Context: an optimization exercise on an open-source flow, tuned for small area, a short achievable clock period and few clock cycles per item. The choices shown serve that exercise and are no tape-out recipe. RTL that was checked went through simulation tests only; none was proved equivalent to the original. Function not checked in runs 1 to 6: the RTL went through the layout flow alone. Power is estimated from default activity; no workload was simulated.

<file path="flow/design.v">
`timescale 1ns / 1ps
module time_based_processor(
    input           clk,             
    input           rst_n,           
    input  [7:0]    data_in,         
    input  [2:0]    opcode,          
    input           data_valid,      
    output [15:0]   data_out,        
    output          data_ready,      
    output [3:0]    status_flags     
);
    localparam OP_NOP     = 3'b000;
    localparam OP_ADD     = 3'b001;
    localparam OP_SUB     = 3'b010;
    localparam OP_MUL     = 3'b011;
    localparam OP_SHIFT   = 3'b100;
    localparam OP_FILTER  = 3'b101;
    localparam OP_INVERT  = 3'b110;
    localparam OP_COMPARE = 3'b111;
    reg        wait_b;        
    reg        busy;          
    reg        ready;         
    reg [7:0]  x;             
    reg [2:0]  op;            
    reg [15:0] result;
    reg        flag_ovf;
    reg        flag_zero;
    wire idle = ~(wait_b | busy | ready);
    wire [7:0] b = data_in;
    function [10:0] radd;    
        input [9:0] p, q;
        input       ci;
        integer i;
        reg cy;
        begin
            cy = ci;
            for (i = 0; i < 10; i = i + 1) begin
                radd[i] = p[i] ^ q[i] ^ cy;
                cy = (p[i] & q[i]) | (cy & (p[i] ^ q[i]));
            end
            radd[10] = cy;
        end
    endfunction
    wire [10:0] a3s = radd({2'b00, x}, {1'b0, x, 1'b0}, 1'b0);
    wire [1:0]  d   = wait_b ? b[1:0] : result[1:0];
    reg  [9:0]  pp;
    always @(*) begin
        case (d)
            2'd0: pp = 10'd0;
            2'd1: pp = {2'b00, x};
            2'd2: pp = {1'b0, x, 1'b0};
            default: pp = a3s[9:0];
        endcase
    end
    wire [15:0] mfirst = {pp, b[7:2]};
    wire [10:0] msum   = radd({2'b00, result[15:8]}, pp, 1'b0);
    wire [15:0] mstep  = {msum[9:0], result[7:2]};
    wire       sub = (op == OP_SUB) || (op == OP_COMPARE);
    wire [7:0] y   = b ^ {8{sub}};
    wire [10:0] sums = radd({2'b00, x}, {2'b00, y}, sub);
    wire       c   = sums[8];              
    wire       eq  = &(x ^ ~b);
    wire [2:0] s   = b[2:0];
    wire [2:0] rl  = b[3] ? -s : s;        
    wire [7:0] r1  = rl[0] ? {x[6:0], x[7]} : x;
    wire [7:0] r2  = rl[1] ? {r1[5:0], r1[7:6]} : r1;
    wire [7:0] r3  = rl[2] ? {r2[3:0], r2[7:4]} : r2;
    wire [7:0] keep_l = 8'hFF << s;
    wire [7:0] keep_r = 8'hFF >> s;
    wire [7:0] shifted = r3 & (b[3] ? keep_r : keep_l);
    reg [15:0] alu;
    reg        alu_ovf, alu_zero;
    always @(*) begin
        alu = 16'h0000; alu_ovf = 1'b0; alu_zero = 1'b0;
        case (op)
            OP_ADD:     begin alu[7:0] = sums[7:0]; alu_ovf = c;  alu_zero = ~|(x | b); end
            OP_SUB:     begin alu[7:0] = sums[7:0]; alu_ovf = ~c; alu_zero = eq; end
            OP_MUL:     begin alu = mfirst; alu_zero = ~|x | ~|b; end
            OP_SHIFT:   alu[7:0] = shifted;
            OP_FILTER:  alu[7:0] = x & b;
            OP_COMPARE: begin alu[1:0] = {~c, c & ~eq}; alu_zero = eq; end
            default:    alu = 16'h0000;
        endcase
    end
    always @(posedge clk or negedge rst_n) begin
        if (!rst_n) begin
            wait_b <= 1'b0;
            busy   <= 1'b0;
            ready  <= 1'b0;
        end else begin
            if (idle && data_valid) begin
                if (opcode == OP_NOP || opcode == OP_INVERT) ready <= 1'b1;
                else wait_b <= 1'b1;
            end
            if (wait_b && data_valid) begin
                wait_b <= 1'b0;
                if (op == OP_MUL) busy <= 1'b1;
                else ready <= 1'b1;
            end
            if (busy && !op[1]) begin
                busy  <= 1'b0;
                ready <= 1'b1;
            end
            if (ready && data_valid) ready <= 1'b0;
        end
    end
    always @(posedge clk) begin
        if (idle) begin
            x         <= data_in;
            op        <= opcode;
            result    <= {8'h00, data_in ^ {8{opcode == OP_INVERT}}};
            flag_ovf  <= 1'b0;
            flag_zero <= 1'b0;
        end
        if (wait_b) begin
            flag_ovf  <= alu_ovf;
            flag_zero <= alu_zero;
            result    <= alu;
        end
        if (busy) begin
            op     <= op - 3'd1;
            result <= mstep;
        end
    end
    assign data_out     = result;
    assign data_ready   = ready;
    assign status_flags = {flag_ovf, flag_zero, 1'b0, ready};
endmodule
</file>
<file path="flow/run.sh">
#!/bin/bash
# synth_recipe.tcl (not shown) runs the flow's synth.tcl, then flattens the netlist and writes it again
# the make line also repeats each setting of config.mk as NAME=value (left out here)
make -C /OpenROAD-flow-scripts/flow DESIGN_CONFIG=/design/flow/config.mk WORK_HOME=/design/flow/orfs CLKGATE_MAP_FILE= SYNTH_SCRIPT=/design/flow/synth_recipe.tcl finish
</file>
<file path="flow/config.mk">
export PLATFORM = sky130hd
export DESIGN_NAME = time_based_processor
export DESIGN_NICKNAME = time_based_processor
export VERILOG_FILES = /design/flow/design.v
export SDC_FILE = /design/flow/constraint.sdc
export NUM_CORES = 4
export LEC_CHECK = 0
export CAP_MARGIN = 20
export CORE_MARGIN = 2
export CORE_UTILIZATION = 40
export SETUP_SLACK_MARGIN = 2
export SLEW_MARGIN = 20
</file>
<file path="flow/constraint.sdc">
create_clock -name core_clock -period 5.5 [get_ports {clk}]
set_input_delay 1.1000 -clock core_clock [delete_from_list [all_inputs] [get_ports {clk}]]
set_output_delay 1.1000 -clock core_clock [all_outputs]
set_load 0.01 [all_outputs]
</file>
==> results of run 1 <==
worst max-delay path: stages:
cell and delay [ns]:
buf_8 0.10, buf_6 0.11, clkinv_4 0.06, nor3_4 0.04, a31oi_2 0.17, o21ai_2 0.09
fa_2 0.35, fa_2 0.34, fa_2 0.35, fa_2 0.35, fa_2 0.35, fa_2 0.34
inv_2 0.06, fa_1 0.39, a22o_1 0.24
routing by layer:
layer  vias to the layer above  wire (um)  share of wire [%]
met1                      1481       4290                 41
met2                       187       4990                 48
met3                        36        918                8.8
li1                       1389          -                  -
met5                         -          0                  0
met4                         0        261                2.5
layout by cell type (no fill, tap or decap), drive strengths merged, types with 5 or more instances in the layout:
cell and n:
fa 20, nand2 30, nand3 9, o22ai 10, a21oi 18, buf 34, clkbuf 6, mux2i 20
clkinv 5, inv 30, o21ai 15, a22oi 5, o211ai 5, a211oi 7, nor3 7, nor2 20
mux4 5, edfxtp 29, clkdlybuf4s50 31, xnor2 16, ha 33
kinds of logic (layout without fill, tap and decap cells):
| kind of cell | count (synthesis) | count (layout) | synth area share, % |
|---|---|---|---|
| other | 1 | 1 | 0.106 |
| buffers and inverters | 59 | 107 | 7.10 |
| AND/OR/NAND/NOR | 87 | 87 | 11.6 |
| flip-flops | 32 | 32 | 26.8 |
| adder cells (fa/ha/maj) | 53 | 53 | 23.1 |
| XOR/XNOR | 17 | 17 | 4.22 |
| multiplexers | 29 | 29 | 11.0 |
| AO/OA/AOI/OAI | 83 | 83 | 16.0 |
stage by stage:
stage               hold WS (ns)  power (mW)  area (um^2)
CTS                        0.614        2.40         4400
global route               0.653        2.63         4420
global placement           0.572        2.01         4060
detailed placement         0.596        2.05         4060
finish                     0.607        2.43         4420
floorplan                  0.521        1.54         3640
how the worst max path moves through the flow:
stage                     startpoint         end  cells after the start
after floorplan           data_in[0]  result[13]                     15
after global placement    data_in[1]  result[13]                     13
after detailed placement  data_in[0]   result[0]                     15
after CTS                 data_in[0]  result[13]                     15
after global routing      data_in[0]  result[13]                     15
final                     data_in[0]  result[13]                     15
sequential cells by signal, indices dropped and copies added (netlist names):
| register | count |
|---|---|
| op | 3 |
| busy | 1 |
| flag_ovf | 1 |
| flag_zero | 1 |
| wait_b | 1 |
| x | 8 |
| ready | 1 |
| result | 16 |
power by group through the flow:
stage          registers [mW]  logic [mW]  clock network [mW]
2_1_floorplan           0.531        1.01                   0
3_3_place_gp            0.569        1.44                   0
3_5_place_dp            0.567        1.48                   0
4_1_cts                 0.558        1.64               0.204
5_1_grt                 0.577        1.84               0.213
6_report                0.560        1.67               0.197
final cells by class:
class                      instances  area (um^2)
inverter                          34          136
sequential                        32          947
multi-input combinational        270         2530
timing repair buffer              65          581
clock buffer                       6         82.6
fill                             797         4220
tap                              108          135
clock inverter                     2         10.0
timing repair:
item | in CTS | in global routing
endpoints found under the hold margin | 0 | 0
setup endpoints to repair | 15 | 13
setup buffers | 18 | 0
gates resized for setup | 42 | 7
hold buffers | 0 | 0
pin swaps | 4 | 1
==> results_dict.tcl, run 1 <==
set metrics [dict create \
    end_kind "register" \
    drc 0 \
    period_share_pct 79.8 \
    ios 35 \
    synth_top_area_share_pct 24.7 \
    tightest_slew_ns 0.861 \
    finalSetupViolCount 0 \
    synth_seq_cells 32 \
    grt_pass1_wl_mm 17.0 \
    synth.most_common_cell "ha_1" \
    rrSetupSlack_ns 1.20 \
    crit_type "input pin to register" \
    vias_per_cell 5.98 \
    ys_types 60 \
    syn_nets 428 \
    intPower_mw 1.29 \
    syn_avg_cell_area_um2 9.76 \
    firstDrtPassIters 5 \
    powerDensity_nw_per_um2 550 \
    synthTopCellsByArea "edfxtp_1 (25%), ha_1 (12%), fa_1 (11%)" \
    p_leak_nw 1.71 \
    overflow 0 \
    clock_sinks 32 \
    cts_tree "built" \
    synthArstFlopShare_pct 9.38 \
    fmax_mhz 228 \
    busiest_layer "met2" \
    cp_data_required_time_ns 5.55 \
    reg2reg_from "op[0]" \
    grt_pass1_vias 3126 \
    postSynthCellCount 361 \
    drv_slew 0 \
    final-hold-violation-count 0 \
    finalWorstSetupSlack_ns 1.11 \
    arrival_ns 4.44 \
    synth_edf_count 29 \
    antenna_found_initial 0 \
    met1_usage_pct 30.2 \
    fin_cells 517 \
    yosysWarnings 1 \
    vias 3093 \
    core_um2 8640 \
    drive_above_1_share_pct 25.2 \
    outcome "no timing/DRC/antenna violations" \
    n_antenna_cell 0 \
    antenna_left 0 \
    cts-htree-levels 2 \
    clock_latency_ns 0.29 \
    die-width_um 97.9 \
    ys.flop_type "edfxtp_1" \
    numPortBuffers 33 \
    num_rows 34 \
    ys_seq_area_share_pct 26.8 \
    cts_made_buffers 5 \
    min_from "result[5]" \
    grt_max_degree 28 \
    drv_cap 0 \
    die_height_um 97.9 \
    clockRootBuffer "clkbuf_8" \
    path_clk_slew_ns 0.07 \
    holdPathStages 2 \
    postLayoutCoreUtil_pct 51.2 \
    ir_worst_vdd_v 0.000247 \
    clk_path_buf_depth 2 \
    ff2ff_path_depth 15 \
    seqPwrFrac_pct 23.0 \
    place_congestion 0.984 \
    die_area_um2 9580 \
    hold_class "register to register" \
    critPathLaunchType "input pin" \
    dr.first_iter.drc_count 275 \
    wl_per_cell_um 20.2 \
    synth_area_um2 3520 \
    synth_common_cells "ha_1 (33), inv_1 (31), nand2_1 (30)" \
    syn2layout_area_growth_pct 25.3 \
    p_comb_share_pct 68.9 \
    cp_max_fo 3 \
    hold_end "result[3]" \
    dp_hpwl_mm 7.83 \
    pwr-share-clk_pct 8.1 \
    r2r_end "result[0]" \
    layout.nets 475 \
    start_util_pct 40.8 \
    swShare_pct 46.8 \
    min_period_ns 4.39 \
    use_met3_pct 2.93 \
    dpl.cell_count 491 \
    track_usage_pct 22.4 \
    rsz0062_at_grt "yes" \
    p_sw_mw 1.14 \
    wirelength_mm 10.5 \
    grtUsageMet2_pct 37.6 \
    synth_top_area_cell "edfxtp_1" \
    setup-tns-final_ns 0 \
    finalClockSkew_ns 0.00453 \
    place_ws_ns 0.206 \
    slew_headroom_pct 42.4 \
]
==> inputs of run 2 (changes only) <==
--- a/flow/design.v
+++ b/flow/design.v
@@ -27,37 +27,16 @@
     reg        flag_zero;
     wire idle = ~(wait_b | busy | ready);
     wire [7:0] b = data_in;
-    function [10:0] radd;    
-        input [9:0] p, q;
-        input       ci;
-        integer i;
-        reg cy;
-        begin
-            cy = ci;
-            for (i = 0; i < 10; i = i + 1) begin
-                radd[i] = p[i] ^ q[i] ^ cy;
-                cy = (p[i] & q[i]) | (cy & (p[i] ^ q[i]));
-            end
-            radd[10] = cy;
-        end
-    endfunction
-    wire [10:0] a3s = radd({2'b00, x}, {1'b0, x, 1'b0}, 1'b0);
-    wire [1:0]  d   = wait_b ? b[1:0] : result[1:0];
-    reg  [9:0]  pp;
-    always @(*) begin
-        case (d)
-            2'd0: pp = 10'd0;
-            2'd1: pp = {2'b00, x};
-            2'd2: pp = {1'b0, x, 1'b0};
-            default: pp = a3s[9:0];
-        endcase
-    end
-    wire [15:0] mfirst = {pp, b[7:2]};
-    wire [10:0] msum   = radd({2'b00, result[15:8]}, pp, 1'b0);
+    wire [9:0]  t0     = {2'b00, result[15:8]};
+    wire [9:0]  t1     = {2'b00, x & {8{result[0]}}};
+    wire [9:0]  t2     = {1'b0, x & {8{result[1]}}, 1'b0};
+    wire [9:0]  cs_s   = t0 ^ t1 ^ t2;
+    wire [9:0]  cs_c   = (t0 & t1) | (t0 & t2) | (t1 & t2);
+    wire [10:0] msum   = {1'b0, cs_s} + {cs_c, 1'b0};
     wire [15:0] mstep  = {msum[9:0], result[7:2]};
     wire       sub = (op == OP_SUB) || (op == OP_COMPARE);
     wire [7:0] y   = b ^ {8{sub}};
-    wire [10:0] sums = radd({2'b00, x}, {2'b00, y}, sub);
+    wire [10:0] sums = {2'b00, x} + {2'b00, y} + sub;
     wire       c   = sums[8];              
     wire       eq  = &(x ^ ~b);
     wire [2:0] s   = b[2:0];
@@ -75,7 +54,7 @@
         case (op)
             OP_ADD:     begin alu[7:0] = sums[7:0]; alu_ovf = c;  alu_zero = ~|(x | b); end
             OP_SUB:     begin alu[7:0] = sums[7:0]; alu_ovf = ~c; alu_zero = eq; end
-            OP_MUL:     begin alu = mfirst; alu_zero = ~|x | ~|b; end
+            OP_MUL:     begin alu[7:0] = b; alu_zero = ~|x | ~|b; end
             OP_SHIFT:   alu[7:0] = shifted;
             OP_FILTER:  alu[7:0] = x & b;
             OP_COMPARE: begin alu[1:0] = {~c, c & ~eq}; alu_zero = eq; end
@@ -97,7 +76,7 @@
                 if (op == OP_MUL) busy <= 1'b1;
                 else ready <= 1'b1;
             end
-            if (busy && !op[1]) begin
+            if (busy && op[1:0] == 2'b00) begin
                 busy  <= 1'b0;
                 ready <= 1'b1;
             end
==> flow/flow/run.sh (new file) <==
#!/bin/bash
# Standard layout with two changes: plain buf_1 cells as the port buffers,
# and half adders left to abc as plain gates (flow/noha.mk).
bash standard.sh "DESIGN_CONFIG=$PWD/flow/noha.mk" "BUFFER_PORTS_ARGS=-buffer_cell sky130_fd_sc_hd__buf_1" finish > standard.log 2>&1
==> flow/flow/noha.mk (new file) <==
# The standard flow's settings, plus the half-adder cells marked don't-use so that
# synthesis leaves half adders to abc as plain gates.
include $(FLOW_CONFIG)
export DONT_USE_CELLS += sky130_fd_sc_hd__ha_1 sky130_fd_sc_hd__ha_2 sky130_fd_sc_hd__ha_4
==> flow/standard.sh (new file) <==
#!/bin/bash
# synth_recipe.tcl (not shown) runs the flow's synth.tcl, then flattens the netlist and writes it again
# the make line also repeats each setting of config.mk as NAME=value (left out here)
make -C /OpenROAD-flow-scripts/flow DESIGN_CONFIG=/design/flow/config.mk WORK_HOME=/design/flow/orfs CLKGATE_MAP_FILE= SYNTH_SCRIPT=/design/flow/synth_recipe.tcl "${@:-finish}"
--- a/flow/config.mk
+++ b/flow/config.mk
@@ -5,6 +5,7 @@
 export SDC_FILE = /design/flow/constraint.sdc
 export NUM_CORES = 4
 export LEC_CHECK = 0
+export ABC_AREA = 1
 export CAP_MARGIN = 20
 export CORE_MARGIN = 2
 export CORE_UTILIZATION = 40
removed: flow/run.sh
==> run 2 against run 1 <==
Still clean. Hold slack worse by 0.039 ns. Die area is 1.5% lower. Via count grew 17%. Wire length grew 5.8%. Synthesized area down 1.5%. Fmax grew 36%. Worst setup slack improved by 1.2 ns. Critical path type unchanged. Largest cell class unchanged. Highest routed layer unchanged.
==> results_dict.tcl, run 2 <==
set metrics [dict create \
    top_regs "result: 16 flops, x: 8 flops, op: 3 flops" \
    grt_pass1_wl_mm 17.7 \
    cts_setup_buffers 0 \
    synth_top_area_share_pct 25.1 \
    crit_family "buffers and inverters" \
    cts_made_buffers 5 \
    numPortBuffers 33 \
    drc 0 \
    ys_types 43 \
    cts_tree "built" \
    firstDrtPassIters 5 \
    seq_area_um2 946 \
    die_area_um2 9440 \
    yosysWarnings 1 \
    hold_class "register to register" \
    clock_latency_ns 0.29 \
    crit_type "input pin to register" \
    fmax_mhz 309 \
    drive_above_1_share_pct 6.02 \
    cp_cell_sequence "buf_1, clkinv_1, nand2_1, nand2_1, mux2i_1, nand2_1, nand4_1, nand3_1, a21oi_1, nor2_1" \
    clk_path_buf_depth 2 \
    ios 35 \
    mostFrequentLayoutCells "nand2_1 (139), inv_1 (75), nor2_1 (54)" \
    fin_cells 653 \
    num_rows 33 \
    n_fill_cell 862 \
    end_kind "register" \
    final_common_cell "nand2_1" \
    path_clk_slew_ns 0.08 \
    die_height_um 97.2 \
    min_period_ns 3.23 \
    synth_top_area_cell "edfxtp_1" \
    regMostFlops "result" \
    vias_per_cell 5.55 \
    ir_worst_vdd_v 0.000225 \
    p_leak_nw 1.78 \
    arrival_ns 3.29 \
    finalSetupViolCount 0 \
    dr.first_iter.drc_count 351 \
    power_mw 2.28 \
    largest_register_ffs 16 \
    stdcell_area_um2 3710 \
    setup-tns-final_ns 0 \
    slowest_stage "clkinv_1" \
    core_um2 8300 \
    antenna_left 0 \
    finalClockSkew_ns 0.00611 \
    crit_path_frequent_cell "nand2_1" \
    rrSetupSlack_ns 2.33 \
    postCtsHoldBufs 0 \
    grt_max_degree 23 \
    wirelength_mm 11.1 \
    vias 3624 \
    rsz0062_at_grt "no" \
    cp_data_required_time_ns 5.55 \
    dpl.cell_count 645 \
    powerDensity_nw_per_um2 615 \
    n_antenna_cell 0 \
    start_util_pct 41.8 \
    final-hold-violation-count 0 \
    drv_cap 0 \
    ctsResizeCount 0 \
    synthArstFlopShare_pct 9.38 \
    ys.flop_type "edfxtp_1" \
    hold-worst-slack_ns 0.568 \
    critPathLaunchType "input pin" \
    synth_seq_cells 32 \
    postSynthCellCount 530 \
    synth_common_cells "nand2_1 (139), inv_1 (75), nor2_1 (54)" \
    die-width_um 97.2 \
    critPathBufInv 2 \
    synth_area_um2 3470 \
    cp_max_fo 11 \
    antenna_found_initial 0 \
    synthTopCellsByArea "edfxtp_1 (25%), nand2_1 (15%), inv_1 (8.1%)" \
    dpl_cell_area_um2 3600 \
    clock_sinks 32 \
    dp_hpwl_mm 8.45 \
    synth.most_common_cell "nand2_1" \
    outcome "no timing/DRC/antenna violations" \
    slew_headroom_pct 40.8 \
    syn_nets 553 \
    overflow 0 \
    clockRootBuffer "clkbuf_8" \
    place_congestion 1.01 \
    track_usage_pct 23.4 \
    syn2layout_area_growth_pct 6.92 \
    wl_per_cell_um 16.9 \
    grt_pass1_vias 3286 \
    tightest_slew_ns 0.884 \
    crit_path_max_incr_delay_ns 0.43 \
    drv_slew 0 \
    ys_seq_area_share_pct 27.3 \
    synth_edf_count 29 \
    syn_avg_cell_area_um2 6.55 \
    layout.nets 570 \
    multi_input_area_um2 2080 \
    period_share_pct 58.8 \
    cts-htree-levels 2 \
]
-- run 2: report_power, final --
| group | switching (mW) | internal [mW] | total [mW] | leakage, nW |
|---|---|---|---|---|
| combinational | 0.981 | 0.455 | 1.44 | 1.39 |
| clock | 0.100 | 0.134 | 0.234 | 0.0541 |
| sequential | 0.175 | 0.436 | 0.611 | 0.336 |
-- run 2: cell type report --
type	count	share of cell area, %
timing repair buffer	34	3.57
clock buffer	5	1.85
sequential	32	25.5
multi-input combinational	392	56.1
clock inverter	3	1.15
tap	105	3.54
inverter	82	8.29
-- run 2: path summary, 6_finish.rpt --
| check | start | depth (start not counted) | end |
|---|---|---|---|
| worst max-delay path | data_in[3] | 10 | result[4] |
| worst min-delay path | ready | 1 | ready |
| worst max register to register | result[0] | 15 | result[13] |
| worst min register to register | ready | 1 | ready |
| max in group asynchronous | rst_n | 1 | wait_b |
| min in group asynchronous | rst_n | 1 | busy |
-- run 2: cell families (layout without fill, tap and decap cells) --
kind of cell,Yosys count,in the layout,share of synthesized area [%]
XOR/XNOR,3,3,1.51
adder cells (fa/ha/maj),9,9,5.19
flip-flops,32,32,27.3
multiplexers,8,8,2.31
other,1,1,0.108
AO/OA/AOI/OAI,100,100,16.0
buffers and inverters,106,124,12.8
AND/OR/NAND/NOR,271,271,34.8
-- run 2: layer usage --
layer / part of all wire (%) / vias to the layer above / track usage [%]
met5: 0 / - / 0
met4: 2.3 / 0 / 7.80
met3: 6.8 / 24 / 2.88
met2: 45 / 156 / 36.8
met1: 45 / 1671 / 33.4
li1: - / 1773 / -
-- run 2: through the flow --
stage	util [%]	setup slack, ns
finish	44.7	2.27
global route	44.7	2.06
CTS	44.7	2.05
detailed placement	43.4	1.74
global placement	43.4	1.78
floorplan	-	2.57
==> inputs of run 3 (changes only) <==
--- a/flow/design.v
+++ b/flow/design.v
@@ -27,16 +27,35 @@
     reg        flag_zero;
     wire idle = ~(wait_b | busy | ready);
     wire [7:0] b = data_in;
+    function [10:0] padd;
+        input [9:0] a, b;
+        input       ci;
+        reg   [9:0] g, p, gg, pp;
+        integer i, l;
+        begin
+            p = a ^ b;
+            g = (a & b) | {9'd0, p[0] & ci};
+            gg = g;
+            pp = p;
+            for (l = 0; l < 4; l = l + 1)
+                for (i = 9; i >= 0; i = i - 1)
+                    if ((i >> l) & 1) begin
+                        gg[i] = gg[i] | (pp[i] & gg[((i >> l) << l) - 1]);
+                        pp[i] = pp[i] & pp[((i >> l) << l) - 1];
+                    end
+            padd = {gg[9], p ^ {gg[8:0], ci}};
+        end
+    endfunction
     wire [9:0]  t0     = {2'b00, result[15:8]};
     wire [9:0]  t1     = {2'b00, x & {8{result[0]}}};
     wire [9:0]  t2     = {1'b0, x & {8{result[1]}}, 1'b0};
     wire [9:0]  cs_s   = t0 ^ t1 ^ t2;
     wire [9:0]  cs_c   = (t0 & t1) | (t0 & t2) | (t1 & t2);
-    wire [10:0] msum   = {1'b0, cs_s} + {cs_c, 1'b0};
+    wire [10:0] msum   = padd(cs_s, {cs_c[8:0], 1'b0}, 1'b0);
     wire [15:0] mstep  = {msum[9:0], result[7:2]};
     wire       sub = (op == OP_SUB) || (op == OP_COMPARE);
     wire [7:0] y   = b ^ {8{sub}};
-    wire [10:0] sums = {2'b00, x} + {2'b00, y} + sub;
+    wire [10:0] sums = padd({2'b00, x}, {2'b00, y}, sub);
     wire       c   = sums[8];              
     wire       eq  = &(x ^ ~b);
     wire [2:0] s   = b[2:0];
==> run 3 against run 2 <==
Power down 1.7%. Non-clock buffer count up 2. Sequential share of layout area up 0.72 points. Worst setup slack worse by 0.079 ns. Combinational power down 5%. Global-route usage down 1.8 points. Sequential cell count unchanged. Critical path depth up 4. Clock skew down 0.0025 ns. Wire length down 13%. Count of clock-buffer cells in the layout up 2. Hold slack about the same.
==> results_dict.tcl, run 3 <==
set metrics [dict create \
    finalWorstSetupSlack_ns 2.19 \
    drive_above_1_share_pct 8.68 \
    wl_per_cell_um 15.8 \
    mostFrequentLayoutCells "nand2_1 (131), inv_1 (70), nor2_1 (46)" \
    synthArstFlopShare_pct 9.38 \
    layout.nets 533 \
    synth_edf_count 29 \
    dr.first_iter.drc_count 281 \
    clock_latency_ns 0.29 \
    finalClockSkew_ns 0.00360 \
    fmax_mhz 302 \
    end_kind "register" \
    drv_slew 0 \
    final_common_cell "nand2_1" \
    num_rows 33 \
    period_share_pct 60.2 \
    path_clk_slew_ns 0.07 \
    clk_path_buf_depth 2 \
    track_usage_pct 21.6 \
    rrSetupSlack_ns 2.19 \
    n_antenna_cell 0 \
    ys_types 44 \
    cts_tree "built" \
    firstDrtPassIters 6 \
    crit_type "input pin to register" \
    drc 0 \
    syn_avg_cell_area_um2 6.82 \
    vias_per_cell 5.38 \
    ir_worst_vdd_v 0.000158 \
    syn2layout_area_growth_pct 8.58 \
    ys_seq_area_share_pct 28.5 \
    rsz0062_at_grt "no" \
    p_leak_nw 1.75 \
    largest_register_ffs 16 \
    die_area_um2 9050 \
    synthTopCellsByArea "edfxtp_1 (26%), nand2_1 (15%), inv_1 (7.9%)" \
    synth_top_area_share_pct 26.2 \
    slew_headroom_pct 30.3 \
    postCtsHoldBufs 0 \
    clock_sinks 32 \
    drv_cap 0 \
    hold_class "register to register" \
    wirelength_mm 9.65 \
    place_ws_ns 1.44 \
    top_regs "result: 16 flops, x: 8 flops, op: 3 flops" \
    postSynthCellCount 487 \
    ios 35 \
    regMostFlops "result" \
    critPathLaunchType "input pin" \
    yosysWarnings 1 \
    die-width_um 95.2 \
    dp_hpwl_mm 7.52 \
    clockRootBuffer "clkbuf_8" \
    numPortBuffers 33 \
    vias 3295 \
    finalSetupViolCount 0 \
    die_height_um 95.2 \
    cts_made_buffers 5 \
    synth.most_common_cell "nand2_1" \
    powerDensity_nw_per_um2 621 \
    antenna_found_initial 0 \
    hold-worst-slack_ns 0.568 \
    grt_max_degree 22 \
    cp_max_fo 20 \
    core_um2 8130 \
    ys.flop_type "edfxtp_1" \
    synth_top_area_cell "edfxtp_1" \
    synth_common_cells "nand2_1 (132), inv_1 (70), nor2_1 (46)" \
    start_util_pct 40.9 \
    grt_pass1_wl_mm 14.9 \
    tightest_slew_ns 1.04 \
    antenna_left 0 \
    overflow 0 \
    setup-tns-final_ns 0 \
    outcome "no timing/DRC/antenna violations" \
    min_period_ns 3.31 \
    synth_seq_cells 32 \
    grt_pass1_vias 2915 \
    syn_nets 514 \
    cts-htree-levels 2 \
    final-hold-violation-count 0 \
    place_congestion 0.933 \
    arrival_ns 3.36 \
    cp_data_required_time_ns 5.55 \
    synth_area_um2 3320 \
]
==> run 3: worst paths after layout <==
check	startpoint	to	cells after the start
setup / recovery	data_in[0]	result[5]	14
hold / removal	ready	ready	1
setup reg to reg	x[1]	result[14]	16
hold reg to reg	ready	ready	1
max in group asynchronous	rst_n	wait_b	1
min in group asynchronous	rst_n	ready	1
==> run 3: what timing repair did <==
action / CTS / global route
setup endpoints to repair: 2 / 3
buffers inserted: 0 / 3
pin swaps: 0 / 1
resized for setup: 1 / 4
hold endpoints to repair: 0 / 0
==> run 3: per-layer routing <==
| layer | wire (um) | share of wire (%) | up-vias | track usage [%] |
|---|---|---|---|---|
| met4 | 121 | 1.3 | 0 | 4.71 |
| met5 | 0 | 0 | - | 0 |
| met3 | 547 | 5.7 | 13 | 2.45 |
| met2 | 4660 | 48 | 127 | 37.1 |
| met1 | 4330 | 45 | 1551 | 29.3 |
| li1 | - | - | 1604 | - |
==> run 3: report_power, final <==
part           internal (mW)  switching (mW)  total (mW)
sequential             0.439           0.173       0.612
combinational          0.481           0.891        1.37
clock                  0.160          0.0974       0.257
==> run 3: metrics by stage <==
step	util (%)	area [um^2]	instances	total power, mW
finish	44.4	3610	612	2.24
global route	44.4	3610	612	2.46
CTS	43.9	3570	609	2.22
detailed placement	42.4	3450	601	1.96
global placement	42.4	3450	601	1.93
floorplan	-	3340	487	1.64
==> run 3: cells by family (layout without fill, tap and decap cells) <==
logic type	after synthesis	after routing	share of synthesized area, %
buf+inv	99	119	12.5
other cells	1	1	0.113
simple gates	245	245	33.1
xor+xnor	6	6	1.81
flops	32	32	28.5
compound gates	86	86	14.6
mux	5	5	1.51
fa+ha+maj	13	13	7.83
==> run 3: cell type report <==
cell class	instances	area, um^2
Timing Repair Buffer	36	151
Sequential cell	32	946
Clock buffer	7	96.3
Multi-Input combinational cell	356	1970
Fill cell	842	4530
Clock inverter	1	30.0
Tap cell	105	131
Inverter	75	282
==> run 3: critical path, cell delays in order <==
cell and delay, ns:
clkbuf_4 0.20, nand2_4 0.12, o21ai_0 0.12, fa_2 0.40, or2_2 0.28, nand3_1 0.08
nand2_1 0.05, nand2_1 0.06, nand2_2 0.08, fa_1 0.41, xor2_1 0.17, o211ai_1 0.09
a21oi_1 0.14, nor2_1 0.05
==> inputs of run 4 (changes only) <==
==> flow/flow/noha.mk (replaced) <==
# The standard flow's settings, plus the half adders cells marked don't-use so that
# synthesis leaves half adders to abc as plain gates.
include $(FLOW_CONFIG)
export DONT_USE_CELLS += sky130_fd_sc_hd__ha_1 sky130_fd_sc_hd__ha_2 sky130_fd_sc_hd__ha_4
--- a/flow/config.mk
+++ b/flow/config.mk
@@ -9,5 +9,5 @@
 export CAP_MARGIN = 20
 export CORE_MARGIN = 2
 export CORE_UTILIZATION = 40
-export SETUP_SLACK_MARGIN = 2
+export SETUP_SLACK_MARGIN = 2.5
 export SLEW_MARGIN = 20
==> run 4 against run 3 <==
Clock power decreased by 5%. Fmax increased by 8.6%. Global-route usage increased by 3.6 points. Final cell count increased by 3.1%. Worst setup slack improved by 0.26 ns. Sequential cell count unchanged. Register-to-register slack improved by 0.34 ns. Critical path depth increased by 6. Via count increased by 3.9%. Non-clock buffer count increased by 19. Die area unchanged. Sequential share of layout area decreased by 1.5 points.
==> results_dict.tcl, run 4 <==
set metrics [dict create \
    synth.most_common_cell "nand2_1" \
    cp_cell_sequence "buf_6, buf_6, nand2_4, o21ai_4, fa_2, or2_4, nand3_2, nand2_1, nand2_1, nand2_2, buf_4, buf_6, nand2_4, nand2_2, nand2_2, nand2_2, nand2_1, nand2_1, a21oi_2, nor2_1" \
    top_regs "result: 16 flops, x: 8 flops, op: 3 flops" \
    slowest_stage "fa_2" \
    hold_class "register to register" \
    drc 0 \
    synth_area_um2 3320 \
    power_mw 2.42 \
    wirelength_mm 10.8 \
    clock_sinks 32 \
    syn2layout_area_growth_pct 15.1 \
    cp_max_fo 4 \
    ys_seq_area_share_pct 28.5 \
    ff2ff_path_depth 20 \
    path_depth 20 \
    stdcell_area_um2 3830 \
    ys_types 44 \
    firstDrtPassIters 5 \
    grt_pass1_wl_mm 17.1 \
    largest_register_ffs 16 \
    core_um2 8130 \
    ys.flop_type "edfxtp_1" \
    arrival_ns 3.11 \
    drv_cap 0 \
    numPortBuffers 33 \
    finalWorstSetupSlack_ns 2.45 \
    grt_max_degree 22 \
    num_rows 33 \
    place_congestion 0.970 \
    syn_nets 514 \
    ir_worst_vdd_v 0.000147 \
    drive_above_1_share_pct 15.2 \
    rsz0062_at_grt "yes" \
    final-hold-violation-count 0 \
    dpl.cell_count 602 \
    synthTopCellsByArea "edfxtp_1 (26%), nand2_1 (15%), inv_1 (7.9%)" \
    dp_hpwl_mm 8.07 \
    path_clk_slew_ns 0.08 \
    antenna_left 0 \
    critPathLaunchType "input pin" \
    antenna_found_initial 0 \
    n_fill_cell 843 \
    postSynthCellCount 487 \
    postCtsHoldBufs 0 \
    synth_top_area_share_pct 26.2 \
    crit_family "simple AND/OR/NAND/NOR gates" \
    cp_data_required_time_ns 5.56 \
    p_leak_nw 1.86 \
    syn_avg_cell_area_um2 6.82 \
    p_sw_mw 1.27 \
    vias_per_cell 5.42 \
    powerDensity_nw_per_um2 632 \
    cts-htree-levels 2 \
    synth_edf_count 29 \
    mostFrequentLayoutCells "nand2_1 (128), inv_1 (70), nor2_1 (45)" \
    cts_tree "built" \
    die_area_um2 9050 \
    overflow 0 \
    fin_cells 631 \
    synth_common_cells "nand2_1 (132), inv_1 (70), nor2_1 (46)" \
    finalClockSkew_ns 0.00945 \
    n_antenna_cell 0 \
    layout.nets 552 \
    outcome "no timing/DRC/antenna violations" \
    clockRootBuffer "clkbuf_8" \
    pwr-share-clk_pct 10.1 \
    critPathBufInv 4 \
    synthArstFlopShare_pct 9.38 \
    ios 35 \
    drv_slew 0 \
    slew_headroom_pct 32.9 \
    wl_per_cell_um 17.1 \
    synth_top_area_cell "edfxtp_1" \
    track_usage_pct 25.3 \
    finalSetupViolCount 0 \
    hold-worst-slack_ns 0.570 \
    crit_path_max_incr_delay_ns 0.36 \
    seqPwrFrac_pct 24.5 \
    swShare_pct 52.4 \
    fmax_mhz 328 \
    dpl_cell_area_um2 3480 \
    start_util_pct 40.9 \
    grt_pass1_vias 3267 \
    end_kind "register" \
    vias 3423 \
    place_ws_ns 1.92 \
    clk_path_buf_depth 2 \
    yosysWarnings 1 \
    dr.first_iter.drc_count 296 \
    p_comb_share_pct 65.5 \
    intPower_mw 1.15 \
    holdPathStages 1 \
    cts_made_buffers 5 \
    die-width_um 95.2 \
    clock_latency_ns 0.30 \
    crit_type "input pin to register" \
    regMostFlops "result" \
    tightest_slew_ns 1.00 \
    die_height_um 95.2 \
    postLayoutCoreUtil_pct 47.0 \
    setup-tns-final_ns 0 \
    min_period_ns 3.05 \
    period_share_pct 55.5 \
    final_common_cell "nand2_1" \
    synth_seq_cells 32 \
]
==> run 4: cell counts after synthesis <==
No cell type changed its count.
==> run 4: kinds of logic after synthesis <==
group                    share of synthesized area, %
XOR/XNOR                                         1.81
multiplexers                                     1.51
other                                           0.113
AND/OR/NAND/NOR                                  33.1
flip-flops                                       28.5
buffers and inverters                            12.5
adder cells (fa/ha/maj)                          7.83
AO/OA/AOI/OAI                                    14.6
==> run 4: path summary, 6_finish.rpt <==
check | startpoint | end | slack, ns
worst max-delay path | data_in[0] | result[0] | 2.45
worst min-delay path | ready | ready | 0.57
worst max register to register | op[0] | result[0] | 2.53
worst min register to register | ready | ready | 0.57
max in group asynchronous | rst_n | ready | 4.75
min in group asynchronous | rst_n | busy | 0.59
==> run 4: final cells by class <==
cell class                 instances  area [um^2]  share of cell area, %
tap                              105          131                   3.43
timing repair buffer              55          312                   8.14
inverter                          75          282                   7.36
multi-input combinational        356         2050                   53.5
clock inverter                     2         35.0                  0.916
clock buffer                       6         72.6                   1.90
sequential                        32          946                   24.7
==> run 4: power groups by stage <==
stage | logic [mW] | clock network (mW) | registers [mW]
floorplan | 1.11 | 0 | 0.544
global placement | 1.34 | 0 | 0.622
detailed placement | 1.35 | 0 | 0.624
CTS | 1.47 | 0.245 | 0.592
global route | 1.78 | 0.255 | 0.610
finish | 1.58 | 0.244 | 0.592
==> run 4: metal layers <==
layer / global-route usage, % / up-vias / wire (um) / share of wire, %
met5: 0 / - / 0 / 0
met4: 11.8 / 0 / 305 / 2.8
met3: 6.25 / 20 / 882 / 8.2
met2: 38.7 / 135 / 4890 / 45
met1: 33.5 / 1625 / 4720 / 44
li1: - / 1643 / - / -
==> run 4: repair_timing <==
action / in CTS / in global routing
gates cloned: 1 / 0
buffers inserted: 14 / 6
hold endpoints to repair: 0 / 0
pin swaps: 12 / 12
gates resized for setup: 11 / 16
endpoints found under the setup margin: 9 / 8
==> inputs of run 5 (changes only) <==
--- a/flow/config.mk
+++ b/flow/config.mk
@@ -9,5 +9,5 @@
 export CAP_MARGIN = 20
 export CORE_MARGIN = 2
 export CORE_UTILIZATION = 40
-export SETUP_SLACK_MARGIN = 2.5
+export SETUP_SLACK_MARGIN = 3
 export SLEW_MARGIN = 20
==> run 5 against run 4 <==
Final cell count rose by 0.16%. Core utilization rose by 0.82 points. Wire length fell by 3.4%. Synthesized cell count did not move. Register-to-register slack got worse by 0.07 ns. Die area did not move. Sequential cell count did not move. Critical endpoint is now result[5]. Largest cell class unchanged.
==> results_dict.tcl, run 5 <==
set metrics [dict create \
    outcome "no timing/DRC/antenna violations" \
    ff2ff_path_depth 16 \
    overflow 0 \
    hold-worst-slack_ns 0.573 \
    start_util_pct 40.9 \
    period_share_pct 55.5 \
    drc 0 \
    tightest_slew_ns 0.747 \
    multi_input_area_um2 2110 \
    cp_max_fo 4 \
    crit_type "input pin to register" \
    ir_worst_vdd_v 0.000154 \
    antenna_left 0 \
    clock_sinks 32 \
    cts_tree "built" \
    antenna_found_initial 0 \
    clockRootBuffer "clkbuf_8" \
    ys_types 44 \
    synth_area_um2 3320 \
    dr.first_iter.drc_count 311 \
    synth_seq_cells 32 \
    yosysWarnings 1 \
    powerDensity_nw_per_um2 628 \
    vias_per_cell 5.31 \
    final-hold-violation-count 0 \
    seq_area_um2 946 \
    slew_headroom_pct 50.1 \
    ios 35 \
    ys.flop_type "edfxtp_1" \
    grt_max_degree 22 \
    cts-htree-levels 2 \
    p_comb_share_pct 66.1 \
    drv_slew 0 \
    path_clk_slew_ns 0.07 \
    n_fill_cell 835 \
    place_congestion 0.938 \
    drive_above_1_share_pct 17.6 \
    swShare_pct 52.3 \
    arrival_ns 3.11 \
    syn_avg_cell_area_um2 6.82 \
    pwr-share-clk_pct 9.7 \
    reg2reg_from "x[0]" \
    mostFrequentLayoutCells "nand2_1 (127), inv_1 (68), nor2_1 (44)" \
    finalSetupViolCount 0 \
    syn_nets 514 \
    firstDrtPassIters 5 \
    min_period_ns 3.05 \
    critPathLaunchType "input pin" \
    crit_path_start "data_in[0]" \
    core_um2 8130 \
    clk_path_buf_depth 2 \
    min_from "ready" \
    dp_hpwl_mm 7.78 \
    wl_per_cell_um 16.5 \
    syn2layout_area_growth_pct 17.1 \
    regMostFlops "result" \
    setup-tns-final_ns 0 \
    ys_seq_area_share_pct 28.5 \
    final_common_cell "nand2_1" \
    synth_common_cells "nand2_1 (132), inv_1 (70), nor2_1 (46)" \
    place_ws_ns 1.88 \
    synthArstFlopShare_pct 9.38 \
    wirelength_mm 10.4 \
    rsz0062_at_grt "yes" \
    finalWorstSetupSlack_ns 2.45 \
    layout.nets 553 \
    finalClockSkew_ns 0.00603 \
    grt_pass1_vias 2978 \
    track_usage_pct 23.3 \
    drv_cap 0 \
    synth.most_common_cell "nand2_1" \
    p_sw_mw 1.28 \
    largest_register_ffs 16 \
    synth_top_area_share_pct 26.2 \
    p_leak_nw 1.87 \
    fmax_mhz 327 \
    postSynthCellCount 487 \
    cts_made_buffers 5 \
    synth_edf_count 29 \
    die-width_um 95.2 \
    intPower_mw 1.17 \
    vias 3357 \
    grt_pass1_wl_mm 15.8 \
    synth_top_area_cell "edfxtp_1" \
    holdPathStages 1 \
    seqPwrFrac_pct 24.2 \
    numPortBuffers 33 \
    die_area_um2 9050 \
    clock_latency_ns 0.29 \
    top_regs "result: 16 flops, x: 8 flops, op: 3 flops" \
    n_antenna_cell 0 \
    num_rows 33 \
    synthTopCellsByArea "edfxtp_1 (26%), nand2_1 (15%), inv_1 (7.9%)" \
    cp_data_required_time_ns 5.55 \
    die_height_um 95.2 \
    end_kind "register" \
    hold_class "register to register" \
]
[run 5: power by group through the flow]
stage | clock [mW] | sequential (mW) | combinational [mW]
global placement | 0 | 0.619 | 1.34
floorplan | 0 | 0.545 | 1.12
global route | 0.248 | 0.606 | 1.81
CTS | 0.239 | 0.588 | 1.53
finish | 0.237 | 0.591 | 1.62
detailed placement | 0 | 0.623 | 1.37
[run 5: cell type report]
class	instances	share of cell area [%]
multi-input cells	357	54.1
flip-flops and latches	32	24.3
well taps	105	3.38
clock buffers	5	1.77
inverters	75	7.23
clock inverters	3	1.09
repair buffers	55	8.10
[run 5: metal layers]
layer | vias up | share of wire (%) | track usage [%]
li1 | 1644 | - | -
met5 | - | 0 | 0
met4 | 0 | 2.7 | 7.97
met2 | 121 | 47 | 38.0
met1 | 1569 | 46 | 32.0
met3 | 23 | 4.2 | 2.61
[run 5: worst paths after layout]
| check | to | slack, ns |
|---|---|---|
| worst min-delay path | ready | 0.57 |
| worst max register to register | result[14] | 2.46 |
| max in group asynchronous | busy | 4.75 |
| worst min register to register | ready | 0.57 |
| min in group asynchronous | wait_b | 0.59 |
| worst max-delay path | result[5] | 2.45 |
[run 5: per-stage QoR]
step	cell area (um^2)	total power [mW]	cells	util, %
after detailed placement	3480	1.99	602	42.8
after CTS	3790	2.35	628	46.6
after global routing	3890	2.66	632	47.9
final	3890	2.44	632	47.9
after global placement	3480	1.96	602	42.8
after floorplan	3380	1.66	487	-
[run 5: cells by family after synthesis]
kind of cell               share of synthesized area [%]
and+or+nand+nor                                     33.1
buffers and inverters                               12.5
AOI/OAI and AO/OA                                   14.6
DFF                                                 28.5
adders and majority gates                           7.83
xor gates and xnor gates                            1.81
muxes                                               1.51
other                                              0.113
[run 5: what timing repair did]
item | CTS | global route
gates cloned | 1 | 1
hold buffers | 0 | 0
setup buffers | 17 | 3
endpoints found under the setup margin | 15 | 20
pin swaps | 19 | 15
resized for setup | 19 | 20
[run 5: critical path: stages]
cell	delay, ns
buf_6	0.09
buf_6	0.12
nand2_4	0.06
o21ai_4	0.06
fa_2	0.38
or2_4	0.24
nand3_2	0.06
nand2_1	0.05
nand2_1	0.07
nand2_2	0.07
fa_2	0.34
xor2_1	0.14
o211ai_1	0.10
a21oi_1	0.18
nor2_1	0.06
==> inputs of run 6 (changes only) <==
==> flow/flow/run.sh (replaced) <==
#!/bin/bash
# Standard layout with two changes: plain buf_1 cells as the port buffers,
# and half and full adders left to abc as plain gates (flow/noha.mk).
bash standard.sh "DESIGN_CONFIG=$PWD/flow/noha.mk" "BUFFER_PORTS_ARGS=-buffer_cell sky130_fd_sc_hd__buf_1" finish > standard.log 2>&1
==> flow/flow/noha.mk (replaced) <==
# The standard flow's settings, plus the half and full adders cells marked don't-use so that
# synthesis leaves half and full adders to abc as plain gates.
include $(FLOW_CONFIG)
export DONT_USE_CELLS += sky130_fd_sc_hd__ha_1 sky130_fd_sc_hd__ha_2 sky130_fd_sc_hd__ha_4 sky130_fd_sc_hd__fa_1 sky130_fd_sc_hd__fa_2 sky130_fd_sc_hd__fa_4
--- a/flow/config.mk
+++ b/flow/config.mk
@@ -9,5 +9,5 @@
 export CAP_MARGIN = 20
 export CORE_MARGIN = 2
 export CORE_UTILIZATION = 40
-export SETUP_SLACK_MARGIN = 3
+export SETUP_SLACK_MARGIN = 2
 export SLEW_MARGIN = 20
==> run 6 against run 5 <==
Hold slack gained 0.032 ns. Sequential cell count is the same. Global-route usage down 0.25 points. Final cell count increased by 7.4%. Via count rose by 8.0%. Synthesized area increased by 2.4%. Die area up 2.3%. Sequential power rose by 3.9%. Fmax shrank 7.7%. Cell area down 7.2%. Clock skew increased by 0.0030 ns. Critical endpoint is now result[2]. Highest routed layer unchanged.
==> results_dict.tcl, run 6 <==
set metrics [dict create \
    drive_above_1_share_pct 4.18 \
    ios 35 \
    dr.first_iter.drc_count 268 \
    num_rows 33 \
    fmax_mhz 302 \
    crit_type "input pin to register" \
    place_congestion 1.00 \
    final-hold-violation-count 0 \
    crit_family "buffers and inverters" \
    ys_types 46 \
    syn2layout_area_growth_pct 6.14 \
    slew_headroom_pct 43.9 \
    firstDrtPassIters 5 \
    core_um2 8220 \
    die_height_um 96.2 \
    ir_worst_vdd_v 0.000221 \
    critPathLaunchType "input pin" \
    drc 0 \
    finalSetupViolCount 0 \
    synth_area_um2 3400 \
    top_regs "result: 16 flops, x: 8 flops, op: 3 flops" \
    path_clk_slew_ns 0.08 \
    slowest_stage "buf_1" \
    n_antenna_cell 0 \
    cts_made_buffers 5 \
    cp_cell_sequence "buf_1, nor2_1, o21ai_0, buf_4, mux2i_1, nand2_1, nand4_1, o21ai_0, o21ai_0, a21oi_1" \
    wl_per_cell_um 15.0 \
    drv_cap 0 \
    start_util_pct 41.4 \
    finalClockSkew_ns 0.00900 \
    dpl_cell_area_um2 3500 \
    crit_path_max_incr_delay_ns 0.60 \
    powerDensity_nw_per_um2 611 \
    largest_register_ffs 16 \
    synth_edf_count 29 \
    mostFrequentLayoutCells "nand2_1 (180), inv_1 (74), nor2_1 (54)" \
    clock_latency_ns 0.29 \
    ys_seq_area_share_pct 27.8 \
    overflow 0 \
    cp_max_fo 20 \
    antenna_found_initial 0 \
    track_usage_pct 23.0 \
    min_period_ns 3.31 \
    stdcell_area_um2 3610 \
    synth_seq_cells 32 \
    synth_top_area_cell "edfxtp_1" \
    clockRootBuffer "clkbuf_8" \
    synth_top_area_share_pct 25.6 \
    crit_path_frequent_cell "o21ai_0" \
    antenna_left 0 \
    n_fill_cell 895 \
    drv_slew 0 \
    numPortBuffers 33 \
    ctsResizeCount 0 \
    dp_hpwl_mm 7.94 \
    critPathBufInv 2 \
    end_kind "register" \
    hold_class "input pin to async pin" \
    wirelength_mm 10.2 \
    clk_path_buf_depth 2 \
    postCtsHoldBufs 0 \
    cts_setup_buffers 0 \
    final_common_cell "nand2_1" \
    rsz0062_at_grt "no" \
    cts-htree-levels 2 \
    synthArstFlopShare_pct 9.38 \
    synthTopCellsByArea "edfxtp_1 (26%), nand2_1 (20%), inv_1 (8.2%)" \
    outcome "no timing/DRC/antenna violations" \
    syn_nets 576 \
    synth.most_common_cell "nand2_1" \
    p_leak_nw 1.79 \
    grt_pass1_vias 3327 \
    tightest_slew_ns 0.838 \
    layout.nets 587 \
    yosysWarnings 1 \
    vias 3626 \
    die-width_um 96.2 \
    clock_sinks 32 \
    die_area_um2 9260 \
    period_share_pct 60.2 \
    ys.flop_type "edfxtp_1" \
    vias_per_cell 5.34 \
    regMostFlops "result" \
    setup-tns-final_ns 0 \
    grt_pass1_wl_mm 16.3 \
    power_mw 2.21 \
    postSynthCellCount 562 \
    cts_tree "built" \
    synth_common_cells "nand2_1 (180), inv_1 (74), nor2_1 (54)" \
    grt_max_degree 22 \
    cp_data_required_time_ns 5.53 \
    arrival_ns 3.34 \
    syn_avg_cell_area_um2 6.05 \
]
-- run 6: kinds of logic after synthesis --
logic type / count (synthesis) / share of synthesized area (%)
other cells: 1 / 0.110
flops: 32 / 27.8
buf+inv: 109 / 13.7
simple gates: 304 / 37.4
xor+xnor: 11 / 2.83
compound gates: 100 / 16.7
mux: 5 / 1.47
-- run 6: per-layer routing --
| layer | GRT usage [%] | up-vias | share of wire (%) | routed length [um] |
|---|---|---|---|---|
| li1 | - | 1838 | - | - |
| met5 | 0 | - | 0 | 0 |
| met4 | 6.19 | 0 | 2.3 | 231 |
| met2 | 38.3 | 145 | 46 | 4630 |
| met3 | 3.37 | 20 | 6.1 | 624 |
| met1 | 31.1 | 1623 | 46 | 4670 |
-- run 6: power by group --
part	leakage [nW]	switching, mW	internal, mW	total, mW
Sequential	0.335	0.176	0.437	0.614
Clock	0.0541	0.0976	0.134	0.232
Combinational	1.40	0.929	0.433	1.36
-- run 6: cell type report --
cell class	count	area [um^2]	share of cell area, %
clock inverter	3	42.5	1.18
tap	105	131	3.64
sequential	32	946	26.2
clock buffer	5	68.8	1.91
timing repair buffer	35	139	3.85
multi-input combinational	421	1990	55.1
inverter	78	293	8.11
-- run 6: worst paths after layout --
| path | start | end | slack, ns | cells past startpoint |
|---|---|---|---|---|
| setup / recovery | data_in[0] | result[2] | 2.19 | 10 |
| hold / removal | rst_n | busy | 0.60 | 1 |
| setup reg to reg | op[2] | result[5] | 3.09 | 16 |
| hold reg to reg | result[7] | result[5] | 0.61 | 2 |
| max in group asynchronous | rst_n | ready | 4.74 | 1 |
| min in group core_clock | result[7] | result[5] | 0.61 | 2 |
-- run 6: stage by stage --
| stage | hold WS (ns) | setup slack (ns) | utilization [%] | cells |
|---|---|---|---|---|
| after floorplan | 0.561 | 2.79 | - | 562 |
| after global placement | 0.542 | 1.92 | 42.6 | 671 |
| after detailed placement | 0.592 | 1.94 | 42.6 | 671 |
| after CTS | 0.604 | 2.26 | 43.9 | 679 |
| after global routing | 0.604 | 2.04 | 43.9 | 679 |
| final | 0.605 | 2.19 | 43.9 | 679 |
==> inputs of run 7 (changes only) <==
--- a/flow/design.v
+++ b/flow/design.v
@@ -53,11 +53,9 @@
     wire [9:0]  cs_c   = (t0 & t1) | (t0 & t2) | (t1 & t2);
     wire [10:0] msum   = padd(cs_s, {cs_c[8:0], 1'b0}, 1'b0);
     wire [15:0] mstep  = {msum[9:0], result[7:2]};
-    wire       sub = (op == OP_SUB) || (op == OP_COMPARE);
-    wire [7:0] y   = b ^ {8{sub}};
-    wire [10:0] sums = padd({2'b00, x}, {2'b00, y}, sub);
-    wire       c   = sums[8];              
-    wire       eq  = &(x ^ ~b);
+    wire [10:0] sums = padd({2'b00, x}, {2'b00, b}, 1'b0);
+    wire       c   = sums[8];
+    wire       eq  = &(x ^ b);             
     wire [2:0] s   = b[2:0];
     wire [2:0] rl  = b[3] ? -s : s;        
     wire [7:0] r1  = rl[0] ? {x[6:0], x[7]} : x;
@@ -72,11 +70,11 @@
         alu = 16'h0000; alu_ovf = 1'b0; alu_zero = 1'b0;
         case (op)
             OP_ADD:     begin alu[7:0] = sums[7:0]; alu_ovf = c;  alu_zero = ~|(x | b); end
-            OP_SUB:     begin alu[7:0] = sums[7:0]; alu_ovf = ~c; alu_zero = eq; end
+            OP_SUB:     begin alu[7:0] = sums[7:0]; alu_ovf = c;  alu_zero = eq; end
             OP_MUL:     begin alu[7:0] = b; alu_zero = ~|x | ~|b; end
             OP_SHIFT:   alu[7:0] = shifted;
             OP_FILTER:  alu[7:0] = x & b;
-            OP_COMPARE: begin alu[1:0] = {~c, c & ~eq}; alu_zero = eq; end
+            OP_COMPARE: begin alu[1:0] = {c, ~c & ~eq}; alu_zero = eq; end
             default:    alu = 16'h0000;
         endcase
     end
@@ -104,9 +102,9 @@
     end
     always @(posedge clk) begin
         if (idle) begin
-            x         <= data_in;
+            x         <= data_in ^ {8{opcode == OP_SUB || opcode == OP_COMPARE}};
             op        <= opcode;
-            result    <= {8'h00, data_in ^ {8{opcode == OP_INVERT}}};
+            result    <= {8'h00, data_in};
             flag_ovf  <= 1'b0;
             flag_zero <= 1'b0;
         end
@@ -120,7 +118,8 @@
             result <= mstep;
         end
     end
-    assign data_out     = result;
+    wire   out_inv      = (op == OP_SUB) || (op == OP_INVERT);
+    assign data_out     = {result[15:8], result[7:0] ^ {8{out_inv}}};
     assign data_ready   = ready;
     assign status_flags = {flag_ovf, flag_zero, 1'b0, ready};
 endmodule
==> flow/flow/run.sh (replaced) <==
#!/bin/bash
# Standard layout with two changes: plain buf_1 cells as the port buffers,
# and half adders left to abc as plain gates (flow/noha.mk).
bash standard.sh "DESIGN_CONFIG=$PWD/flow/noha.mk" "BUFFER_PORTS_ARGS=-buffer_cell sky130_fd_sc_hd__buf_1" finish > standard.log 2>&1
==> flow/flow/noha.mk (replaced) <==
# The standard flow's settings, plus the half adders cells marked don't-use so that
# synthesis leaves half adders to abc as plain gates.
include $(FLOW_CONFIG)
export DONT_USE_CELLS += sky130_fd_sc_hd__ha_1 sky130_fd_sc_hd__ha_2 sky130_fd_sc_hd__ha_4
==> run 7 against run 6 <==
Register-to-register slack got worse by 0.63 ns. Sequential cell count unchanged. Critical path type unchanged. Still clean. Synthesized area decreased by 1.2%. Final cell count decreased by 13%.
==> results_dict.tcl, run 7 <==
set metrics [dict create \
    outcome "no timing/DRC/antenna violations" \
    numPortBuffers 33 \
    drive_above_1_share_pct 8.40 \
    min_period_ns 3.18 \
    cp_max_fo 20 \
    finalWorstSetupSlack_ns 2.32 \
    cts-htree-levels 2 \
    grt_max_degree 22 \
    crit_path_frequent_cell "nand2_1" \
    track_usage_pct 21.4 \
    largest_register_ffs 16 \
    syn_nets 497 \
    final-hold-violation-count 0 \
    finalClockSkew_ns 0.00620 \
    critPathLaunchType "input pin" \
    setup-tns-final_ns 0 \
    slowest_stage "buf_1" \
    postCtsHoldBufs 0 \
    dp_hpwl_mm 7.25 \
    ir_worst_vdd_v 0.000340 \
    vias_per_cell 5.38 \
    synth_top_area_share_pct 25.9 \
    synthArstFlopShare_pct 9.38 \
    drv_slew 0 \
    synth_top_area_cell "edfxtp_1" \
    mostFrequentLayoutCells "nand2_1 (120), inv_1 (72), nand3_1 (44)" \
    synthTopCellsByArea "edfxtp_1 (26%), nand2_1 (13%), inv_1 (8.0%)" \
    dpl_cell_area_um2 3450 \
    powerDensity_nw_per_um2 577 \
    antenna_left 0 \
    top_regs "result: 16 flops, x: 8 flops, op: 3 flops" \
    synth.most_common_cell "nand2_1" \
    cp_data_required_time_ns 5.55 \
    ys_seq_area_share_pct 28.1 \
    drv_cap 0 \
    clk_path_buf_depth 2 \
    stdcell_area_um2 3560 \
    regMostFlops "result" \
    grt_pass1_vias 2935 \
    syn2layout_area_growth_pct 5.81 \
    synth_common_cells "nand2_1 (120), inv_1 (72), nand3_1 (44)" \
    start_util_pct 41.1 \
    n_antenna_cell 0 \
    crit_type "input pin to register" \
    ys_types 46 \
    wirelength_mm 9.32 \
    clockRootBuffer "clkbuf_8" \
    cts_tree "built" \
    synth_edf_count 29 \
    path_clk_slew_ns 0.08 \
    layout.nets 514 \
    clock_sinks 32 \
    hold_class "register to register" \
    die-width_um 95.7 \
    slew_headroom_pct 38.7 \
    ctsResizeCount 0 \
    fin_cells 593 \
    place_congestion 0.954 \
    grt_pass1_wl_mm 14.8 \
    p_leak_nw 1.67 \
    crit_path_max_incr_delay_ns 0.55 \
    power_mw 2.05 \
    tightest_slew_ns 0.920 \
    die_height_um 95.7 \
    dpl.cell_count 585 \
    cp_cell_sequence "buf_1, nand2_1, inv_1, fa_1, nand3_2, nand2_2, inv_1, fa_1, or2_2, nand3_1, nand3_1, nand2_1, nand2_1" \
    cts_setup_buffers 0 \
    vias 3190 \
    place_ws_ns 2.02 \
    end_kind "register" \
    finalSetupViolCount 0 \
    drc 0 \
    period_share_pct 57.9 \
    synth_seq_cells 32 \
    yosysWarnings 1 \
    syn_avg_cell_area_um2 7.15 \
    ys.flop_type "edfxtp_1" \
    fmax_mhz 314 \
    core_um2 8180 \
    hold-worst-slack_ns 0.591 \
    dr.first_iter.drc_count 208 \
    overflow 0 \
    num_rows 33 \
    arrival_ns 3.24 \
    antenna_found_initial 0 \
    final_common_cell "nand2_1" \
    wl_per_cell_um 15.7 \
    clock_latency_ns 0.29 \
    ios 35 \
    die_area_um2 9150 \
    postSynthCellCount 470 \
    postLayoutCoreUtil_pct 43.5 \
    firstDrtPassIters 5 \
    rsz0062_at_grt "no" \
    cts_made_buffers 5 \
    synth_area_um2 3360 \
]
-- run 7: kinds of logic (layout without fill, tap and decap cells) --
group / Yosys count / after routing / synth area share [%]
buf+inv: 102 / 120 / 14.0
xor+xnor: 21 / 21 / 5.47
flops: 32 / 32 / 28.1
fa+ha+maj: 13 / 13 / 7.74
simple gates: 231 / 231 / 31.9
compound gates: 70 / 70 / 12.7
other cells: 1 / 1 / 0.112
-- run 7: final timing paths --
check                           slack [ns]  depth (start not counted)          to        from
worst max register to register        2.46                         12  result[14]   result[0]
worst min-delay path                  0.59                          1       ready       ready
max in group asynchronous             4.76                          1      wait_b       rst_n
worst max-delay path                  2.32                         13   result[5]  data_in[0]
min in group asynchronous             0.60                          1       ready       rst_n
worst min register to register        0.59                          1       ready       ready
-- run 7: worst max-delay path: cells and delay by family --
kind,cells,cell delay [ns]
and+or+nand+nor,8,0.85
buffers and inverters,3,0.70
adders and majority gates,2,0.57
-- run 7: area by class of cell --
type                            instances  area (um^2)
Fill cell                             888         4620
Sequential cell                        32          946
Clock buffer                            5         68.8
Timing Repair Buffer                   33          124
Clock inverter                          3         42.5
Tap cell                              105          131
Inverter                               79          299
Multi-Input combinational cell        336         1950
-- run 7: routing by layer --
metal | wire length (um) | GRT usage, % | up-vias
li1 | - | - | 1538
met1 | 4100 | 29.3 | 1494
met2 | 4230 | 34.4 | 133
met3 | 731 | 3.16 | 25
met4 | 264 | 7.74 | 0
met5 | 0 | 0 | -
-- run 7: where the power goes --
group          internal, mW  total (mW)  switching, mW
combinational         0.425        1.21          0.787
sequential            0.436       0.608          0.172
clock                 0.134       0.234         0.0996
Testbench counts of run 7, summed over its fixed seeds: cycles 15,476, ops 4,800.
==> inputs of run 8 (changes only) <==
--- a/flow/config.mk
+++ b/flow/config.mk
@@ -9,5 +9,6 @@
 export CAP_MARGIN = 20
 export CORE_MARGIN = 2
 export CORE_UTILIZATION = 40
+export CTS_BUF_LIST = sky130_fd_sc_hd__clkbuf_4
 export SETUP_SLACK_MARGIN = 2
 export SLEW_MARGIN = 20
==> run 8 against run 7 <==
Synthesized area unchanged. Largest power group unchanged. Fmax increased by 2.6%. Core utilization decreased by 0.38 points. Critical path type unchanged.
==> results_dict.tcl, run 8 <==
set metrics [dict create \
    wirelength_mm 9.35 \
    vias_per_cell 5.40 \
    p_leak_nw 1.65 \
    ys.flop_type "edfxtp_1" \
    cp_data_required_time_ns 5.63 \
    reg2reg_from "result[0]" \
    die_height_um 95.7 \
    slew_headroom_pct 38.1 \
    antenna_found_initial 0 \
    synth_common_cells "nand2_1 (120), inv_1 (72), nand3_1 (44)" \
    numPortBuffers 33 \
    cts_setup_buffers 0 \
    place_congestion 0.954 \
    rrSetupSlack_ns 2.46 \
    path_clk_slew_ns 0.12 \
    fin_cells 593 \
    drive_above_1_share_pct 8.40 \
    final-hold-violation-count 0 \
    r2r_end "result[14]" \
    power_mw 2.01 \
    clock_latency_ns 0.35 \
    critPathLaunchType "input pin" \
    dpl_cell_area_um2 3450 \
    dp_hpwl_mm 7.25 \
    grt_pass1_vias 2934 \
    cts_tree "built" \
    start_util_pct 41.1 \
    place_ws_ns 2.02 \
    finalSetupViolCount 0 \
    core_um2 8180 \
    synth_seq_cells 32 \
    synth_top_area_share_pct 25.9 \
    clockRootBuffer "clkbuf_4" \
    ctsResizeCount 0 \
    ys_seq_area_share_pct 28.1 \
    antenna_left 0 \
    drv_cap 0 \
    synth.most_common_cell "nand2_1" \
    finalClockSkew_ns 0.0157 \
    fmax_mhz 322 \
    postLayoutCoreUtil_pct 43.1 \
    postSynthCellCount 470 \
    track_usage_pct 21.4 \
    hold_class "input pin to async pin" \
    layout.nets 514 \
    ios 35 \
    cts-htree-levels 2 \
    largest_register_ffs 16 \
    postCtsHoldBufs 0 \
    synthTopCellsByArea "edfxtp_1 (26%), nand2_1 (13%), inv_1 (8.0%)" \
    wl_per_cell_um 15.8 \
    ys_types 46 \
    synth_edf_count 29 \
    top_regs "result: 16 flops, x: 8 flops, op: 3 flops" \
    hold-worst-slack_ns 0.534 \
    syn_avg_cell_area_um2 7.15 \
    powerDensity_nw_per_um2 570 \
    arrival_ns 3.23 \
    rsz0062_at_grt "no" \
    grt_max_degree 22 \
    grt_pass1_wl_mm 14.8 \
    crit_path_start "data_in[0]" \
    stdcell_area_um2 3530 \
    num_rows 33 \
    die-width_um 95.7 \
    die_area_um2 9150 \
    firstDrtPassIters 5 \
    drv_slew 0 \
    dr.first_iter.drc_count 187 \
    dpl.cell_count 585 \
    synthArstFlopShare_pct 9.38 \
    drc 0 \
    n_fill_cell 894 \
    setup-tns-final_ns 0 \
    clock_sinks 32 \
    synth_area_um2 3360 \
    n_antenna_cell 0 \
    period_share_pct 56.4 \
    crit_type "input pin to register" \
    clk_path_buf_depth 2 \
    end_kind "register" \
    multi_input_area_um2 1950 \
    cts_made_buffers 5 \
    yosysWarnings 1 \
    endpoint "result[5]" \
    mostFrequentLayoutCells "nand2_1 (120), inv_1 (72), nand3_1 (44)" \
    outcome "no timing/DRC/antenna violations" \
    regMostFlops "result" \
    overflow 0 \
    finalWorstSetupSlack_ns 2.40 \
    min_period_ns 3.10 \
    synth_top_area_cell "edfxtp_1" \
    final_common_cell "nand2_1" \
    ir_worst_vdd_v 0.000309 \
    syn_nets 497 \
    seq_area_um2 946 \
    ff2ff_path_depth 12 \
    cp_max_fo 20 \
    tightest_slew_ns 0.928 \
    syn2layout_area_growth_pct 4.88 \
    vias 3200 \
]
## run 8: layer usage
layer | routed length, um | vias to the layer above | global-route usage, %
li1 | - | 1539 | -
met1 | 4120 | 1510 | 29.2
met2 | 4290 | 128 | 34.3
met3 | 672 | 23 | 3.16
met4 | 268 | 0 | 8.10
met5 | 0 | - | 0
## run 8: area by class of cell
class / count / area share (%)
clock buffers: 5 / 1.06
multi-input cells: 336 / 55.2
clock inverters: 3 / 1.21
well taps: 105 / 3.73
repair buffers: 33 / 3.51
inverters: 79 / 8.48
flip-flops and latches: 32 / 26.8
## run 8: how the worst min path moves through the flow
stage | start | endpoint | slack [ns] | depth (start not counted)
2_1_floorplan | wait_b | wait_b | 0.57 | 3
3_3_place_gp | ready | ready | 0.58 | 1
3_5_place_dp | ready | ready | 0.59 | 1
4_1_cts | rst_n | ready | 0.52 | 1
5_1_grt | rst_n | ready | 0.52 | 1
6_report | rst_n | ready | 0.53 | 1
## run 8: power breakdown
group          switching [mW]  leakage, nW  internal [mW]
registers               0.173        0.337          0.435
clock network          0.0941       0.0412         0.0948
logic                   0.788         1.28          0.425
total                    1.05         1.65          0.955
## run 8: cell families after synthesis
logic type	Yosys count	share of synthesized area [%]
AND/OR/NAND/NOR	231	31.9
buffers and inverters	102	14.0
AO/OA/AOI/OAI	70	12.7
flip-flops	32	28.1
XOR/XNOR	21	5.47
adder cells (fa/ha/maj)	13	7.74
other	1	0.112
## run 8: worst max-delay path, cell delays in order
cell     delay, ns
buf_1         0.55
nand2_1       0.11
inv_1         0.09
fa_1          0.20
nand3_2       0.08
nand2_2       0.10
inv_1         0.06
fa_1          0.37
or2_2         0.30
nand3_1       0.07
nand3_1       0.07
nand2_1       0.07
nand2_1       0.05

re-timing with driven ports:
No port has a modelled driver above. Below, the same layouts with a new extraction and two added sets of constraints. Step 1 assumes that a clkbuf_16 drives the clock port and a buf_2 every other input. Step 2 times the ports against the registers' clock, not the clock port: input delays grow and output delays shrink by t, the midpoint of the rising clock arrivals with the driver on. Three values: ideal ports, drivers, drivers and shift; two values: the first two.
run	t, ns	slack for setup (ns)	worst setup path after step 2	latest minus earliest clock arrival (ns)	worst slew at a driven data input, ns
run 1	0.321	1.112 / 1.103 / 0.782	input to register	0.005 / 0.004	0.05
run 2	0.317	2.266 / 2.270 / 1.954	input to register	0.007 / 0.007	0.03
run 3	0.318	2.187 / 2.192 / 1.877	input to register	0.003 / 0.004	0.03
run 4	0.327	2.450 / 2.454 / 2.128	input to register	0.009 / 0.009	0.04
run 5	0.322	2.445 / 2.445 / 2.123	input to register	0.006 / 0.006	0.04
run 6	0.310	2.189 / 2.192 / 1.881	input to register	0.009 / 0.009	0.04
run 7	0.317	2.316 / 2.320 / 2.003	input to register	0.006 / 0.006	0.03
run 8	0.370	2.397 / 2.399 / 2.029	input to register	0.016 / 0.016	0.03
After both steps every run listed still meets setup and hold. The setup slack of run 8, which loses most, moves by +0.002 ns with the drivers and by -0.368 ns with both steps.
